This design comes from an exercise in tuning for small area on the open sky130 flow, not from production work. Only simulation tests tie the RTL to the original design; equivalence was not proved. The flow treats the clock pin as an ideal source. Dropping or thinning the clock tree relies on that and would not hold on a real chip.

==> flow/design.v <==
module audiothrough(
    clk,
    rst,
    adc_cs,
    adc_clk,
    adc_din,
    adc_dout,
    dac_cs,
    dac_clk,
    dac_sdi,
    data_out,
    x0,
    x0_neg,
    x1,
    x1_neg,
    x2,
    x2_neg,
    y1,
    y1_neg,
    y2,
    y2_neg
);
output adc_cs, adc_clk, adc_din, dac_cs, dac_clk, dac_sdi;
input clk, rst, adc_dout, x0_neg, x1_neg, x2_neg, y1_neg, y2_neg;
input [16:0] x0, x1, x2, y1, y2;
output [9:0] data_out;
reg [4:0] c;
reg [4:0] r;     
reg act;         
wire [10:0] t_inc = {1'b0, r, c} + 11'd1;
wire frame_end = t_inc[10];      
always @ (posedge clk)
    if (rst) begin
        {r, c} <= 10'd320;
        act <= 0;
    end else begin
        {r, c} <= frame_end ? 10'd320 : t_inc[9:0];
        if (frame_end)
            act <= 1;
    end
wire busy = act && r <= 26;      
assign adc_clk = c[4];
assign dac_clk = c[4];
assign adc_cs = !busy;
assign dac_cs = !busy;
assign adc_din = act && r == 10;
reg [9:0] dout_r;
assign data_out = dout_r;
reg dbit;
always @ (*)
    case (r)
        5'd14: dbit = dout_r[9];
        5'd15: dbit = dout_r[8];
        5'd16: dbit = dout_r[7];
        5'd17: dbit = dout_r[6];
        5'd18: dbit = dout_r[5];
        5'd19: dbit = dout_r[4];
        5'd20: dbit = dout_r[3];
        5'd21: dbit = dout_r[2];
        5'd22: dbit = dout_r[1];
        5'd23: dbit = dout_r[0];
        5'd12, 5'd13: dbit = 1'b1;
        default: dbit = 1'b0;
    endcase
assign dac_sdi = act && dbit;
reg [16:0] coef;
reg neg, vsel, bsel_a, bsel_b, wr_a, wr_b, swp, op;
always @ (*) begin
    coef = x0; neg = x0_neg; vsel = 0; bsel_a = 0; bsel_b = 0;
    wr_a = 0; wr_b = 0; swp = 0; op = 1;
    case (r)             
        5'd27: begin coef = x0; neg = x0_neg; bsel_a = 1; wr_a = 1; end
        5'd28: begin coef = x1; neg = x1_neg; bsel_b = 1; wr_b = 1; end
        5'd29: begin coef = x0; neg = x0_neg; bsel_b = 1; wr_b = 1; end
        5'd30: begin coef = y1; neg = y1_neg; vsel = 1; bsel_b = 1; wr_b = 1; end
        5'd31: begin coef = y2; neg = y2_neg; vsel = 1; wr_a = 1; end
        5'd10: begin coef = x2; neg = x2_neg; bsel_a = 1; wr_a = 1; end
        5'd11: begin coef = x0; neg = !x0_neg; bsel_b = 1; wr_a = 1; swp = 1; end
        default: op = 0;
    endcase
end
reg [3:0] q;
reg pa, pw;
wire start = q == 10 && ((op && c <= 9) || (r == 27 && c == 31));
always @ (posedge clk)
    if (rst) begin
        q <= 7;
        pa <= 0;
        pw <= 0;
    end else begin
        q <= (q == 10) ? 4'd0 : q + 1;
        pa <= start || (pa && q != 9);
        pw <= (pa && q == 9) || (pw && q != 8);
    end
wire clr = pa && q == 0;
reg [10:0] rx, ra, rb;
reg [16:0] acc;
reg cy;
wire vbit = pa && (vsel ? ra[10] : rx[0]);
wire [16:0] acc_in = {acc[16:5], clr ? 5'd0 : acc[4:0]};
wire [16:0] addend = vbit ? coef : 17'd0;
wire [17:0] s;
wire [17:0] ca;
assign ca[0] = 1'b0;
genvar gi;
generate
    for (gi = 0; gi < 17; gi = gi + 1) begin : fa
        assign s[gi] = acc_in[gi] ^ addend[gi] ^ ca[gi];
        assign ca[gi+1] = (acc_in[gi] & addend[gi]) | (acc_in[gi] & ca[gi]) | (addend[gi] & ca[gi]);
    end
endgenerate
assign s[17] = ca[17];
wire p = s[0] ^ neg;
wire base = (bsel_a && ra[0]) || (bsel_b && rb[0]);
wire sum = base ^ p ^ cy;
wire cap = c == 31 && r >= 17 && r <= 26;    
always @ (posedge clk) begin
    acc <= s[17:1];
    cy <= pw ? (base & p | base & cy | p & cy) : neg;
    rx <= {act && (cap ? adc_dout : rx[0]), rx[10:1]};
    ra <= {act && (pw && wr_a ? sum : ra[0]), ra[10:1]};
    rb <= {act && (pw && wr_b ? sum : (pw && swp ? ra[0] : rb[0])), rb[10:1]};
end
always @ (posedge clk)
    if (rst)
        dout_r <= 0;
    else if (r == 31 && c == 15)
        dout_r <= {rb[7:0], rb[10], rb[9]};
endmodule
==> flow/config.mk <==
export PLATFORM = sky130hd
export DESIGN_NAME = audiothrough
export DESIGN_NICKNAME = audiothrough
export VERILOG_FILES = /design/flow/design.v
export SDC_FILE = /design/flow/constraint.sdc
export NUM_CORES = 4
export LEC_CHECK = 0
export CAP_MARGIN = 20
export CORE_MARGIN = 2
export CORE_UTILIZATION = 40
export SLEW_MARGIN = 20
==> flow/constraint.sdc <==
create_clock -name core_clock -period 20.0 [get_ports {clk}]
set_input_delay 4.0000 -clock core_clock [delete_from_list [all_inputs] [get_ports {clk}]]
set_output_delay 4.0000 -clock core_clock [all_outputs]
set_load 0.01 [all_outputs]
standard.sh (not shown) runs the stock make flow with config.mk's settings and CLKGATE_MAP_FILE= SYNTH_SCRIPT=/design/flow/synth_recipe.tcl, a recipe that flattens the netlist after the stock synthesis.
==> flow/flow/run.sh <==
#!/bin/bash
# The standard layout (standard.sh), run on a copy of ORFS's scripts
# with these changes to how the layout is made:
#  - synthesis maps logic with an area-oriented ABC script (flow/abc.script)
#    in place of abc_speed.script, and buffers pass-through wires with
#    buf_1 in place of buf_4; the rest of the synthesis script is ORFS's
#    own, so registers and names are those of standard synthesis;
#  - each port is buffered by the smallest buffer cell (buf_1);
#  - the clock tree is built by flow/manual_cts.tcl in place of
#    clock_tree_synthesis: the clock port drives three clkbuf_16 cells,
#    each driving the clock pins of one group of nearby registers.  The
#    rest of ORFS's CTS step (placement legalisation, timing repair) runs
#    as usual.
# Each step's full output is in orfs/logs/; make's own output is in
# flow.log.
set -euo pipefail
here=$(pwd)
rm -rf "$here/orfs_scripts"
cp -r "$FLOW_HOME/scripts" "$here/orfs_scripts"
cp "$here/flow/abc.script" "$here/orfs_scripts/abc_speed.script"
python3 - "$here/orfs_scripts" "$here/flow/manual_cts.tcl" <<'PY'
import sys
scripts, manual = sys.argv[1], sys.argv[2]
def edit(name, old, new):
    path = scripts + "/" + name
    s = open(path).read()
    assert s.count(old) == 1, (name, old)
    open(path, "w").write(s.replace(old, new))
edit("cts.tcl", "log_cmd clock_tree_synthesis {*}$cts_args",
     "source " + manual + "\nmanual_cts 3 sky130_fd_sc_hd__clkbuf_16")
edit("synth.tcl", "insbuf -buf {*}$::env(MIN_BUF_CELL_AND_PORTS)",
     "insbuf -buf sky130_fd_sc_hd__buf_1 A X")
PY
export SCRIPTS_DIR="$here/orfs_scripts"
export BUFFER_PORTS_ARGS="-buffer_cell sky130_fd_sc_hd__buf_1"
bash standard.sh > flow.log 2>&1
Other scripts of this flow, unchanged in this note and not shown: flow/flow/abc.script, flow/flow/manual_cts.tcl
Next try:
==> flow/design.v (replaced) <==
module audiothrough(
    clk,
    rst,
    adc_cs,
    adc_clk,
    adc_din,
    adc_dout,
    dac_cs,
    dac_clk,
    dac_sdi,
    data_out,
    x0,
    x0_neg,
    x1,
    x1_neg,
    x2,
    x2_neg,
    y1,
    y1_neg,
    y2,
    y2_neg
);
output adc_cs, adc_clk, adc_din, dac_cs, dac_clk, dac_sdi;
input clk, rst, adc_dout, x0_neg, x1_neg, x2_neg, y1_neg, y2_neg;
input [16:0] x0, x1, x2, y1, y2;
output [9:0] data_out;
reg [4:0] c;
reg [4:0] row;
reg act;         
always @ (posedge clk)
    if (rst) begin
        {row, c} <= 0;
        act <= 0;
    end else begin
        {row, c} <= ({row, c} == 10'd703) ? 10'd0 : {row, c} + 10'd1;
        if ({row, c} == 10'd703)
            act <= 1;
    end
wire busy = act && row <= 16;
assign adc_clk = c[4];
assign dac_clk = c[4];
assign adc_cs = !busy;
assign dac_cs = !busy;
assign adc_din = act && row == 0;
reg [9:0] dout_r;
assign data_out = dout_r;
reg dbit;
always @ (*)
    case (row)
        5'd4: dbit = dout_r[9];
        5'd5: dbit = dout_r[8];
        5'd6: dbit = dout_r[7];
        5'd7: dbit = dout_r[6];
        5'd8: dbit = dout_r[5];
        5'd9: dbit = dout_r[4];
        5'd10: dbit = dout_r[3];
        5'd11: dbit = dout_r[2];
        5'd12: dbit = dout_r[1];
        5'd13: dbit = dout_r[0];
        5'd2, 5'd3: dbit = 1'b1;
        default: dbit = 1'b0;
    endcase
assign dac_sdi = act && dbit;
reg [16:0] coef;
reg neg, vsel, bsel_a, bsel_b, wr_a, wr_b, swp, op;
always @ (*) begin
    coef = x0; neg = x0_neg; vsel = 0; bsel_a = 0; bsel_b = 0;
    wr_a = 0; wr_b = 0; swp = 0; op = 1;
    case (row)
        5'd17: begin coef = x0; neg = x0_neg; bsel_a = 1; wr_a = 1; end
        5'd18: begin coef = x1; neg = x1_neg; bsel_b = 1; wr_b = 1; end
        5'd19: begin coef = x0; neg = x0_neg; bsel_b = 1; wr_b = 1; end
        5'd20: begin coef = y1; neg = y1_neg; vsel = 1; bsel_b = 1; wr_b = 1; end
        5'd21: begin coef = y2; neg = y2_neg; vsel = 1; wr_a = 1; end
        5'd0:  begin coef = x2; neg = x2_neg; bsel_a = 1; wr_a = 1; end
        5'd1:  begin coef = x0; neg = !x0_neg; bsel_b = 1; wr_a = 1; swp = 1; end
        default: op = 0;
    endcase
end
reg [3:0] q;
reg pa, pw;
wire start = q == 10 && ((op && c <= 9) || (row == 17 && c == 31));
always @ (posedge clk)
    if (rst) begin
        q <= 7;
        pa <= 0;
        pw <= 0;
    end else begin
        q <= (q == 10) ? 4'd0 : q + 1;
        pa <= start || (pa && q != 9);
        pw <= (pa && q == 9) || (pw && q != 8);
    end
wire clr = pa && q == 0;
reg [10:0] rx, ra, rb;
reg [16:0] acc;
reg cy;
wire vbit = pa && (vsel ? ra[10] : rx[0]);
wire [16:0] acc_in = {acc[16:5], clr ? 5'd0 : acc[4:0]};
wire [16:0] addend = vbit ? coef : 17'd0;
wire [17:0] s;
wire [17:0] ca;
assign ca[0] = 1'b0;
genvar gi;
generate
    for (gi = 0; gi < 17; gi = gi + 1) begin : fa
        assign s[gi] = acc_in[gi] ^ addend[gi] ^ ca[gi];
        assign ca[gi+1] = (acc_in[gi] & addend[gi]) | (acc_in[gi] & ca[gi]) | (addend[gi] & ca[gi]);
    end
endgenerate
assign s[17] = ca[17];
wire p = s[0] ^ neg;
wire base = (bsel_a && ra[0]) || (bsel_b && rb[0]);
wire sum = base ^ p ^ cy;
wire cap = c == 31 && row >= 7 && row <= 16;
always @ (posedge clk) begin
    acc <= s[17:1];
    cy <= pw ? (base & p | base & cy | p & cy) : neg;
    rx <= {act && (cap ? adc_dout : rx[0]), rx[10:1]};
    ra <= {act && (pw && wr_a ? sum : ra[0]), ra[10:1]};
    rb <= {act && (pw && wr_b ? sum : (pw && swp ? ra[0] : rb[0])), rb[10:1]};
end
always @ (posedge clk)
    if (rst)
        dout_r <= 0;
    else if (row == 21 && c == 15)
        dout_r <= {rb[7:0], rb[10], rb[9]};
endmodule
=> Die area increases by 0.76%; cell area barely changes; sequential share of layout area hardly moves; sequential cell count stays the same; via count rose by 4.0%.
In every run of this note, the design's own scripts or RTL, not TritonCTS, make the clock network.

what the ideal ports hide:
The flow's constraints put no driver on any port. The routed layouts listed below were extracted and timed again, unchanged, in two steps.
Step 1: set_driving_cell puts a clkbuf_16 on clk and a buf_2 on each other input, an assumption about the parent block.
Step 2 also shifts input and output timing later by t, the mid clock arrival at the registers, as if the neighbouring blocks saw the same clock.
Three values: ideal ports, drivers, drivers and shift; two values: the first two.
run | t (ns) | setup WS [ns] | worst setup path after step 2 | worst data-port slew with drivers (ns) | pins driven straight from the clock port
the first run | 0.221 | 9.108 / 9.149 / 8.928 | input to register | 0.04 | 3
the second run | 0.223 | 9.175 / 9.219 / 8.996 | input to register | 0.06 | 3
After both steps every run listed still meets setup and hold. For the first run, which loses most, drivers alone change the setup slack by +0.041 ns; drivers and shift together by -0.180 ns.
